Context: an optimization exercise on an open-source flow, tuned for small area, a short achievable clock period and few clock cycles. The choices shown serve that exercise and are no tape-out recipe. In this exercise RTL edits were held to simulation tests only and were not proved equivalent to the original. Power figures rest on the tool's default switching activity, not on a simulated workload.

## design/flow/run.sh

```bash
#!/bin/bash
# synth_recipe.tcl (not shown) runs the flow's synth.tcl, then flattens the netlist and writes it again
# the make line also repeats each setting of config.mk as NAME=value (left out here)
make -C /OpenROAD-flow-scripts/flow DESIGN_CONFIG=/design/flow/config.mk WORK_HOME=/design/flow/orfs CLKGATE_MAP_FILE= SYNTH_SCRIPT=/design/flow/synth_recipe.tcl finish
```

## design/flow/config.mk

```make
export PLATFORM = sky130hd
export DESIGN_NAME = JAM
export DESIGN_NICKNAME = JAM
export VERILOG_FILES = /design/flow/design.v
export SDC_FILE = /design/flow/constraint.sdc
export NUM_CORES = 4
export LEC_CHECK = 0
export CAP_MARGIN = 20
export CORE_MARGIN = 2
export CORE_UTILIZATION = 40
export SLEW_MARGIN = 20
```

## design/flow/constraint.sdc

```tcl
create_clock -name core_clock -period 7.0 [get_ports {CLK}]
set_input_delay 1.4000 -clock core_clock [delete_from_list [all_inputs] [get_ports {CLK}]]
set_output_delay 1.4000 -clock core_clock [all_outputs]
set_load 0.01 [all_outputs]
```

## design/flow/design.v

```verilog
module JAM (
input CLK,
input RST,
output reg [2:0] W,
output reg [2:0] J,
input [6:0] Cost,
output reg [3:0] MatchCount,
output reg [9:0] MinCost,
output reg Valid );
localparam ST_HUNG  = 3'd0;
localparam ST_TIGHT = 3'd1;
localparam ST_RED   = 3'd2;
localparam ST_RYS   = 3'd3;
localparam ST_DONE  = 3'd4;
localparam [8:0] INF = 9'h1ff;
reg [2:0]  st;
reg [2:0]  row;           
reg        root;          
reg [2:0]  j0;            
reg [63:0] nvf;           
reg [71:0] mvf;           
reg [23:0] wayf;          
reg [7:0]  wset;          
reg [23:0] pf;            
reg [7:0]  matched, used, pend;
reg [6:0]  Dprev;         
reg [8:0]  best;          
reg [2:0]  j1;
reg [7:0]  K;             
reg        decide;
reg        isact;
reg [2:0]  iss;
reg [5:0]  tcnt;          
reg        vA, kA, lA; reg [2:0] cA;
reg        vB, kB, lB; reg [2:0] cB;
reg        vC, kC, lC; reg [2:0] cC; reg [6:0] Cr;
reg        vD, lD;     reg [2:0] cD; reg [8:0] keyD;
reg        vE, lE;     reg [2:0] cE; reg [8:0] nmE;
reg        aact;
reg [2:0]  jj;
reg [2:0]  arow;
reg [63:0] T;
reg [8:0]  tm;
reg [7:0]  tmask;
reg [2:0]  trow;
reg [7:0]  Rr, Rc;
reg [7:0]  S;
reg        vF, lF, sF; reg [31:0] F;
reg        vP, lP, sP; reg [3:0] P;
integer k;
function [3:0] pc8;
  input [7:0] x;
  pc8 = x[0] + x[1] + x[2] + x[3] + x[4] + x[5] + x[6] + x[7];
endfunction
function [3:0] mul4;
  input [3:0] a, b;
  mul4 = a * b;
endfunction
function oneh;
  input [7:0] x;
  oneh = (x != 8'd0) && ((x & (x - 8'd1)) == 8'd0);
endfunction
wire        hiss   = (st == ST_HUNG) && isact;
wire [2:0]  hcol   = (root ? 3'd0 : j0) + iss;
wire        tiss   = (st == ST_TIGHT) && isact;
wire        dec_cont = decide && matched[j1];
wire        dec_end  = decide && !matched[j1];
reg         issue_now;
reg  [2:0]  icol;
reg  [2:0]  irow;
reg         ifirstk;      
reg         ilast;
always @(*) begin
  issue_now = 1'b0; icol = 3'd0; irow = row; ifirstk = 1'b0; ilast = 1'b0;
  if (dec_cont) begin
    issue_now = 1'b1; icol = j1; irow = pf[j1*3 +: 3]; ifirstk = 1'b1;
  end else if (dec_end) begin
    issue_now = 1'b1; icol = 3'd0; irow = (row == 3'd7) ? 3'd0 : row + 3'd1;
  end else if (hiss) begin
    issue_now = 1'b1; icol = hcol; irow = root ? row : pf[j0*3 +: 3]; ilast = (iss == 3'd7);
  end else if (tiss) begin
    issue_now = 1'b1; icol = tcnt[2:0]; irow = tcnt[5:3]; ilast = (tcnt == 6'd63);
  end
end
wire [7:0] pend_e = dec_end ? used : pend;
wire [6:0] Dp_e   = dec_end ? best[6:0] : Dprev;
wire [7:0] nv_i   = nvf[icol*8 +: 8];
wire [7:0] nv_iadd = ifirstk ? -{1'b0, best[6:0]} : {1'b0, Dp_e};
wire [7:0] nv_inew = nv_i + nv_iadd;
wire       nv_iwe  = issue_now && (ifirstk || pend_e[icol]);
wire [7:0] nv_c   = nvf[cC*8 +: 8];
wire [9:0] keyC   = {3'd0, Cr} + {{2{nv_c[7]}}, nv_c} + {{2{K[7]}}, K};
wire [7:0] Kc     = -({1'b0, Cr} + nv_c);
wire [8:0] mv_d   = mvf[cD*9 +: 9];
wire       lt_d   = keyD < mv_d;
wire       upd_d  = vD && (st == ST_HUNG) && !used[cD];
wire       take_d = root || lt_d;
wire [8:0] nm_d   = take_d ? keyD : mv_d;
wire [7:0] oh_d   = 8'd1 << cD;
reg  [7:0] tmask_n;
always @(*) begin
  if (cD == 3'd0 || keyD < tm) tmask_n = oh_d;
  else if (keyD == tm)         tmask_n = tmask | oh_d;
  else                         tmask_n = tmask;
end
reg [7:0] fr, fc, rsel, csel, colm;
reg [7:0] mr;
integer r, c;
always @(*) begin
  fr = 8'd0; fc = 8'd0; rsel = 8'd0; csel = 8'd0;
  for (r = 0; r < 8; r = r + 1) begin
    mr = T[r*8 +: 8] & Rc;
    if (Rr[r] && oneh(mr)) begin
      fr[r] = 1'b1;
      csel = csel | mr;
    end
  end
  for (c = 0; c < 8; c = c + 1) begin
    for (r = 0; r < 8; r = r + 1) colm[r] = T[r*8 + c];
    colm = colm & Rr;
    if (Rc[c] && oneh(colm)) begin
      fc[c] = 1'b1;
      rsel = rsel | colm;
    end
  end
end
wire red_done = (fr == 8'd0) && (fc == 8'd0);
wire [7:0] S_next = ((S | ~Rc) + 8'd1) & Rc;
reg  [31:0] fac;
always @(*) begin
  for (r = 0; r < 8; r = r + 1)
    fac[r*4 +: 4] = Rr[r] ? pc8(T[r*8 +: 8] & S) : 4'd1;
end
wire [3:0] p01 = mul4(F[3:0],   F[7:4]);
wire [3:0] p23 = mul4(F[11:8],  F[15:12]);
wire [3:0] p45 = mul4(F[19:16], F[23:20]);
wire [3:0] p67 = mul4(F[27:24], F[31:28]);
wire [3:0] prod = mul4(mul4(p01, p23), mul4(p45, p67));
always @(posedge CLK) begin
  if (RST) begin
    st <= ST_HUNG;
    row <= 3'd0; root <= 1'b1; j0 <= 3'd0;
    nvf <= 64'd0; wset <= 8'd0; matched <= 8'd0; used <= 8'd0; pend <= 8'd0;
    Dprev <= 7'd0; best <= INF; K <= 8'd0; decide <= 1'b0;
    W <= 3'd0; J <= 3'd0;
    vA <= 1'b1; kA <= 1'b0; lA <= 1'b0; cA <= 3'd0;
    isact <= 1'b1; iss <= 3'd1;
    vB <= 1'b0; vC <= 1'b0; vD <= 1'b0; vE <= 1'b0;
    lB <= 1'b0; lC <= 1'b0; lD <= 1'b0; lE <= 1'b0;
    aact <= 1'b0;
    vF <= 1'b0; vP <= 1'b0;
    MinCost <= 10'd0; MatchCount <= 4'd0; Valid <= 1'b0;
  end else begin
    vA <= issue_now; kA <= ifirstk; lA <= ilast; cA <= icol;
    if (issue_now) begin
      W <= irow; J <= icol;
    end
    if (nv_iwe) nvf[icol*8 +: 8] <= nv_inew;
    if (issue_now && !ifirstk) pend[icol] <= 1'b0;
    if (hiss) begin
      iss <= iss + 3'd1;
      if (iss == 3'd7) isact <= 1'b0;
    end
    if (tiss) begin
      tcnt <= tcnt + 6'd1;
      if (tcnt == 6'd63) isact <= 1'b0;
    end
    vB <= vA; kB <= kA; lB <= lA; cB <= cA;
    vC <= vB; kC <= kB; lC <= lB; cC <= cB; Cr <= Cost;
    vD <= vC && !kC; lD <= lC; cD <= cC; keyD <= keyC[8:0];
    if (vC && kC) K <= Kc;
    vE <= upd_d; lE <= lD && (st == ST_HUNG); cE <= cD; nmE <= nm_d;
    if (upd_d && take_d) begin
      mvf[cD*9 +: 9] <= keyD;
      if (!root) begin
        wayf[cD*3 +: 3] <= j0;
        wset[cD] <= 1'b1;
      end
    end
    if (vE && nmE < best) begin
      best <= nmE; j1 <= cE;
    end
    decide <= lE;
    if (dec_cont) begin
      j0 <= j1; root <= 1'b0; used[j1] <= 1'b1;
      iss <= 3'd1; isact <= 1'b1; best <= INF;
      if (root) wset <= 8'd0;
    end
    if (dec_end) begin
      MinCost <= MinCost + {3'd0, best[6:0]};
      pend <= used; pend[0] <= 1'b0;
      Dprev <= best[6:0]; used <= 8'd0;
      if (root) wset <= 8'd0;
      best <= INF; K <= 8'd0; root <= 1'b1;
      iss <= 3'd1; isact <= 1'b1;
      if (row == 3'd7) begin
        st <= ST_TIGHT; tcnt <= 6'd1; trow <= 3'd0;
      end else begin
        row <= row + 3'd1;
        aact <= 1'b1; jj <= j1; arow <= row;
      end
    end
    if (aact) begin
      matched[jj] <= 1'b1;
      if (wset[jj]) begin
        pf[jj*3 +: 3] <= pf[wayf[jj*3 +: 3]*3 +: 3];
        jj <= wayf[jj*3 +: 3];
      end else begin
        pf[jj*3 +: 3] <= arow;
        aact <= 1'b0;
      end
    end
    if (st == ST_TIGHT && vD) begin
      tm <= (cD == 3'd0 || keyD < tm) ? keyD : tm;
      tmask <= tmask_n;
      if (cD == 3'd7) begin
        T[trow*8 +: 8] <= tmask_n;
        trow <= trow + 3'd1;
        if (trow == 3'd7) begin
          st <= ST_RED; Rr <= 8'hff; Rc <= 8'hff;
        end
      end
    end
    if (st == ST_RED) begin
      Rr <= Rr & ~fr & ~rsel;
      Rc <= Rc & ~fc & ~csel;
      if (red_done) begin
        st <= ST_RYS; S <= 8'd0; MatchCount <= 4'd0;
      end
    end
    vF <= 1'b0;
    if (st == ST_RYS) begin
      vF <= 1'b1; F <= fac; sF <= (^S) ^ (^Rc); lF <= (S_next == 8'd0);
      S <= S_next;
      if (S_next == 8'd0) st <= ST_DONE;
    end
    vP <= vF; lP <= lF; sP <= sF; P <= prod;
    if (vP) begin
      MatchCount <= sP ? MatchCount - P : MatchCount + P;
      if (lP) Valid <= 1'b1;
    end
  end
end
endmodule
```

==> run summary <==
- The flow ran to the end and the layout has no timing, DRC or antenna violations.
- The number of violations of the max-capacitance limit is 0.
- For this design the static power due to leakage is 0.0128 uW.
- The clock latency at the later pin of the worst-skew pair is around 0.64 ns.
- The tightest min-delay check is of the reg2reg type.
- Based on the critical path, the design can be clocked at up to around 200 MHz.
- The length of routed wiring on met1 is 38.9 mm.
- The largest net degree at the start of global routing is 68.
- The number of instances in the synthesized netlist is 3054.
- The critical path contains buffers and inverters numbering 3 combined.
- For this run, the number of Yosys warnings is 1.
- The layout overhead on the synthesized area is 10.7%.
- The smallest clock period supported by the final layout is computed as 5.09 ns.
- Yosys mapped the design onto 90 distinct sky130hd cell types.
- The endpoint arrival time on the critical path is 5.59 ns.
- The average instance in the mapped netlist occupies 9.87 um^2.
- In this design, the stage delay of the slowest critical-path cell is 0.57 ns.
- The detailed router placed 24100 vias in this run.
- For this run, the post-layout net count is 3238.
- The main flop type after synthesis is sky130_fd_sc_hd__edfxtp_1.
- The category of the worst setup path launch point is a flip-flop.
- In the final layout, the multi-input gates occupy 15900 um^2.
- The detailed-router iteration count before antenna repair is 7.
- The congestion estimate from routability-driven global placement came to 0.989.
- The area of the core is 74600 um^2.
- The library cells used most frequently in the layout, excluding fill and tap cells, are 547 x sky130_fd_sc_hd__nand2_1, 322 x sky130_fd_sc_hd__edfxtp_1, 173 x sky130_fd_sc_hd__dfxtp_1, 166 x sky130_fd_sc_hd__o21ai_0, 155 x sky130_fd_sc_hd__ha_1.
- The final number of hold-violating endpoints came to 0.
- The count of unresolved DRC violations after routing is 0.
- Traced cell by cell, the critical path runs through nor2b_1 > ha_1 > fa_1 > mux2i_1 > or3_1 > o21a_1 > inv_2 > nand2_1 > nand3_1 > o21ai_0 > o21a_1 > inv_1 > ha_1 > a21oi_1 > inv_1 > nand2_1 > a21oi_1 > o41ai_1 > xor2_1 > and3_1 > o21ai_1 > o21ai_0.
- The worst setup path is captured at a flip-flop.
- The number of cells after detailed placement is 3936.
- Setup total negative slack on the finished layout was measured at 0 ns.
- The kind of cell adding the most delay to the critical path is compound AO/OA/AOI/OAI gates.
- Summed over all layers, the routed wires come to 93.0 mm.
- The deepest level of the CTS H-tree is 2.
- The highest fanout seen on the critical path is 36.
- Setup repair after global routing left no endpoint under its margin.
- For this design, the sink count on the clock tree is 495.
- The count of instances resized after the clock tree is built is 0.
- After detailed routing, the average wire length per cell comes to 23.0 um.
- The sequential cell area is 13100 um^2.
- The setup-violating endpoint count in the final report is 0.
- The clock tree from TritonCTS is yes.
- The ratio of routed vias to standard cells is 5.96.
- For this design, the CTS-stage hold fixing added 0 buffers.
- The highest layer touched by signal routing is met4.
- The power per standard cell area is 214 nW/um^2.
- The initial antenna violation count is 0.
- The cell chosen for the clock root is sky130_fd_sc_hd__clkbuf_16.
- In the finished design, the share of the clock period the worst path needs comes to 72.8%.
- In this run the vertical extent of the chip is roughly 280 um.
- For the pin with the worst max-slew slack, the measured transition is 1.06 ns.
- The post-synthesis sequential area ratio is 43.6%.
- The mapped netlist covers 30200 um^2.
- The final count of pins violating max slew is 0.
- The count of buffers added on input and output ports is 29.
- The relative max-transition margin is 28.4%.
- The die footprint is 77600 um^2.
- STA puts the critical path data required time at 7.50 ns.
- The share of flip-flops with an asynchronous set or reset after synthesis is 0%.
- The count of inserted antenna diode cells is 0.
- The net count after synthesis is 3263.
- The share of post-route cells with drive strength above 1 is 8.97%.
- The count of nets left with antenna violations once routing finished came out at 0.
- The maximum root-to-sink buffer count is 3.
- Across the routed clock network, the largest skew measured is between 0.03 and 0.04 ns.
- The floorplan step set the die width to 279 um.
- The critical path in this run is classified as reg2reg.
- The commonest non-fill, non-tap cell in the layout is sky130_fd_sc_hd__nand2_1.
- The TritonCTS buffer count is 56.
- The number of synthesized flops with an enable pin is approximately 320.
- For this design, the slowest cell found on the critical path is sky130_fd_sc_hd__dfxtp_1.
- The met2 wire length is 43.7 mm.
- Wire segments on met3 add up to between 7 and 8 mm in the final route.
- Buffers added to address setup during post-CTS repair amount to 0.
- For this run, the number of standard cells in the final layout without fillers is 4046.
- IR analysis of the VDD net gives a maximum drop of 0.000209 V.
- The final-layout fill cell count is 7039.
- The violation count after the first detailed-routing iteration is around 2600.
- The number of rows created at floorplan is 100.
- The initial cell density of the core is 40.4%.
- For this run the aggregate overflow at the end of global routing stands at 0.
- The clock input transition at the sequential cells of the worst setup and hold paths is 0.06 ns.
- The wire length of the first global-routing pass is 141 mm.
- The half-perimeter wire length of the detailed placement result is 64.5 mm.
- The synthesized design contains 495 register bits.
- The combined global-route utilization of all metal layers is 23.4%.
- 30 I/O pins were placed.
- The via count of the first global-routing pass was 23500.
==> path summary, 6_finish.rpt <==
kind	start	endpoint	slack, ns	cells after the start
hold reg to reg	cA[0]$_SDFF_PP0_	cB[0]$_DFFE_PN_	0.40	0
setup reg to reg	root$_SDFFE_PP1P_	nvf[15]$_SDFFE_PP0P_	1.91	22
hold / removal	cA[0]$_SDFF_PP0_	cB[0]$_DFFE_PN_	0.40	0
setup / recovery	root$_SDFFE_PP1P_	nvf[15]$_SDFFE_PP0P_	1.91	22
==> sequential cells by signal (all words and copies together), names as in the netlist, 8 cells and up <==
signal   count
Rr           8
F           32
best         9
MinCost     10
wayf        24
K            8
mvf         72
Rc           8
tmask        8
used         8
pend         8
S            8
wset         8
T           64
tm           9
pf          24
nmE          9
matched      8
nvf         64
keyD         9
==> synthesized netlist by cell type, types with 23 or more instances <==
library cell / instances / area share (%)
sky130_fd_sc_hd__nand2_1: 547 / 6.8
sky130_fd_sc_hd__edfxtp_1: 322 / 32
sky130_fd_sc_hd__dfxtp_1: 173 / 11
sky130_fd_sc_hd__o21ai_0: 167 / 2.8
sky130_fd_sc_hd__ha_1: 155 / 6.4
sky130_fd_sc_hd__inv_1: 151 / 1.9
sky130_fd_sc_hd__nor2_1: 151 / 1.9
sky130_fd_sc_hd__a21oi_1: 146 / 2.4
sky130_fd_sc_hd__clkbuf_1: 122 / 1.5
sky130_fd_sc_hd__xnor2_1: 108 / 3.1
sky130_fd_sc_hd__a22o_1: 93 / 2.7
sky130_fd_sc_hd__and2_1: 91 / 1.9
sky130_fd_sc_hd__nand3_1: 87 / 1.4
sky130_fd_sc_hd__mux4_2: 56 / 4.2
sky130_fd_sc_hd__mux2i_1: 53 / 1.8
sky130_fd_sc_hd__fa_1: 45 / 3.0
sky130_fd_sc_hd__mux2_2: 42 / 1.6
sky130_fd_sc_hd__a22oi_1: 41 / 1.0
sky130_fd_sc_hd__nand4_1: 32 / 0.66
sky130_fd_sc_hd__nor2b_1: 32 / 0.66
sky130_fd_sc_hd__xor2_1: 31 / 0.90
sky130_fd_sc_hd__a21o_1: 30 / 0.75
sky130_fd_sc_hd__buf_1: 27 / 0.34
sky130_fd_sc_hd__nand2b_1: 27 / 0.56
sky130_fd_sc_hd__o21ai_1: 27 / 0.45
sky130_fd_sc_hd__and3_1: 25 / 0.52
sky130_fd_sc_hd__nor3_1: 23 / 0.38
==> stage by stage <==
stage	total power, uW	instance area, um^2	hold WS [ns]	util, %	setup WS (ns)
floorplan	3800	30200	0.386	-	0.930
global placement	4050	31400	0.389	42.1	1.96
detailed placement	4070	31400	0.391	42.1	1.92
CTS	7190	33400	0.400	44.7	1.92
global route	7400	33400	0.409	44.8	1.47
finish	7140	33400	0.403	44.8	1.91
==> final cells by class <==
class	instances	share of cell area [%]
Sequential cell	495	39.3
Timing Repair Buffer	80	2.01
Inverter	155	1.74
Clock buffer	82	4.86
Multi-Input combinational cell	2241	47.5
Tap cell	969	3.63
Clock inverter	24	0.944
==> worst register-to-register path: stages (launching register included) <==
cell and delay [ns]:
sky130_fd_sc_hd__dfxtp_1 0.57, sky130_fd_sc_hd__nor2b_1 0.10, sky130_fd_sc_hd__ha_1 0.20, sky130_fd_sc_hd__fa_1 0.49
sky130_fd_sc_hd__mux2i_1 0.10, sky130_fd_sc_hd__or3_1 0.41, sky130_fd_sc_hd__o21a_1 0.15, sky130_fd_sc_hd__inv_2 0.49
sky130_fd_sc_hd__nand2_1 0.12, sky130_fd_sc_hd__nand3_1 0.09, sky130_fd_sc_hd__o21ai_0 0.10, sky130_fd_sc_hd__o21a_1 0.23
sky130_fd_sc_hd__inv_1 0.06, sky130_fd_sc_hd__ha_1 0.22, sky130_fd_sc_hd__a21oi_1 0.16, sky130_fd_sc_hd__inv_1 0.07
sky130_fd_sc_hd__nand2_1 0.07, sky130_fd_sc_hd__a21oi_1 0.08, sky130_fd_sc_hd__o41ai_1 0.33, sky130_fd_sc_hd__xor2_1 0.14
sky130_fd_sc_hd__and3_1 0.19, sky130_fd_sc_hd__o21ai_1 0.41, sky130_fd_sc_hd__o21ai_0 0.17
==> cell families (layout without fill, tap and decap cells) <==
family,after synthesis,count (layout),synth area share [%]
and+or+nand+nor,1061,1061,16.1
AOI/OAI and AO/OA,684,684,15.1
DFF,495,495,43.6
xor gates and xnor gates,140,140,4.11
muxes,152,152,7.56
buffers and inverters,318,341,4.05
adders and majority gates,204,204,9.55
==> report_power, final <==
| part | internal (uW) | switching [uW] |
|---|---|---|
| Sequential | 3160 | 82.6 |
| Clock | 1840 | 1280 |
| Combinational | 269 | 509 |
| Total | 5270 | 1870 |
==> layer usage <==
metal | track usage (%) | vias up
li1 | - | 11000
met1 | 31.2 | 11800
met2 | 38.7 | 1099
met3 | 3.64 | 217
met4 | 8.29 | 0
met5 | 0 | -
Testbench counts, summed over its fixed seeds: cycles 5,746.

static timing again, ports no longer ideal:
No port has a modelled driver above. Below, the same layout with a new extraction and two added sets of constraints.
Step 1 assumes that a clkbuf_16 drives the clock port and a buf_2 every other input.
Step 2 adds t to the input delays and takes it off the output delays; t is the mean of the earliest and latest rising clock arrival at the registers after step 1. Input paths then give back, and output paths get back, about the clock's delay inside the block.
Slacks: ideal / step 1 / step 2; pairs: ideal / step 1.
t, ns: 0.695
setup WS [ns]: 1.907 / 1.907 / 1.907
hold WS [ns]: 0.403 / 0.403 / 0.403
latest minus earliest clock arrival (ns): 0.032 / 0.032
pins driven straight from the clock port: 1
After both steps this run still meets setup and hold. For this run, drivers alone change the setup slack by 0.000 ns; drivers and shift together by 0.000 ns.
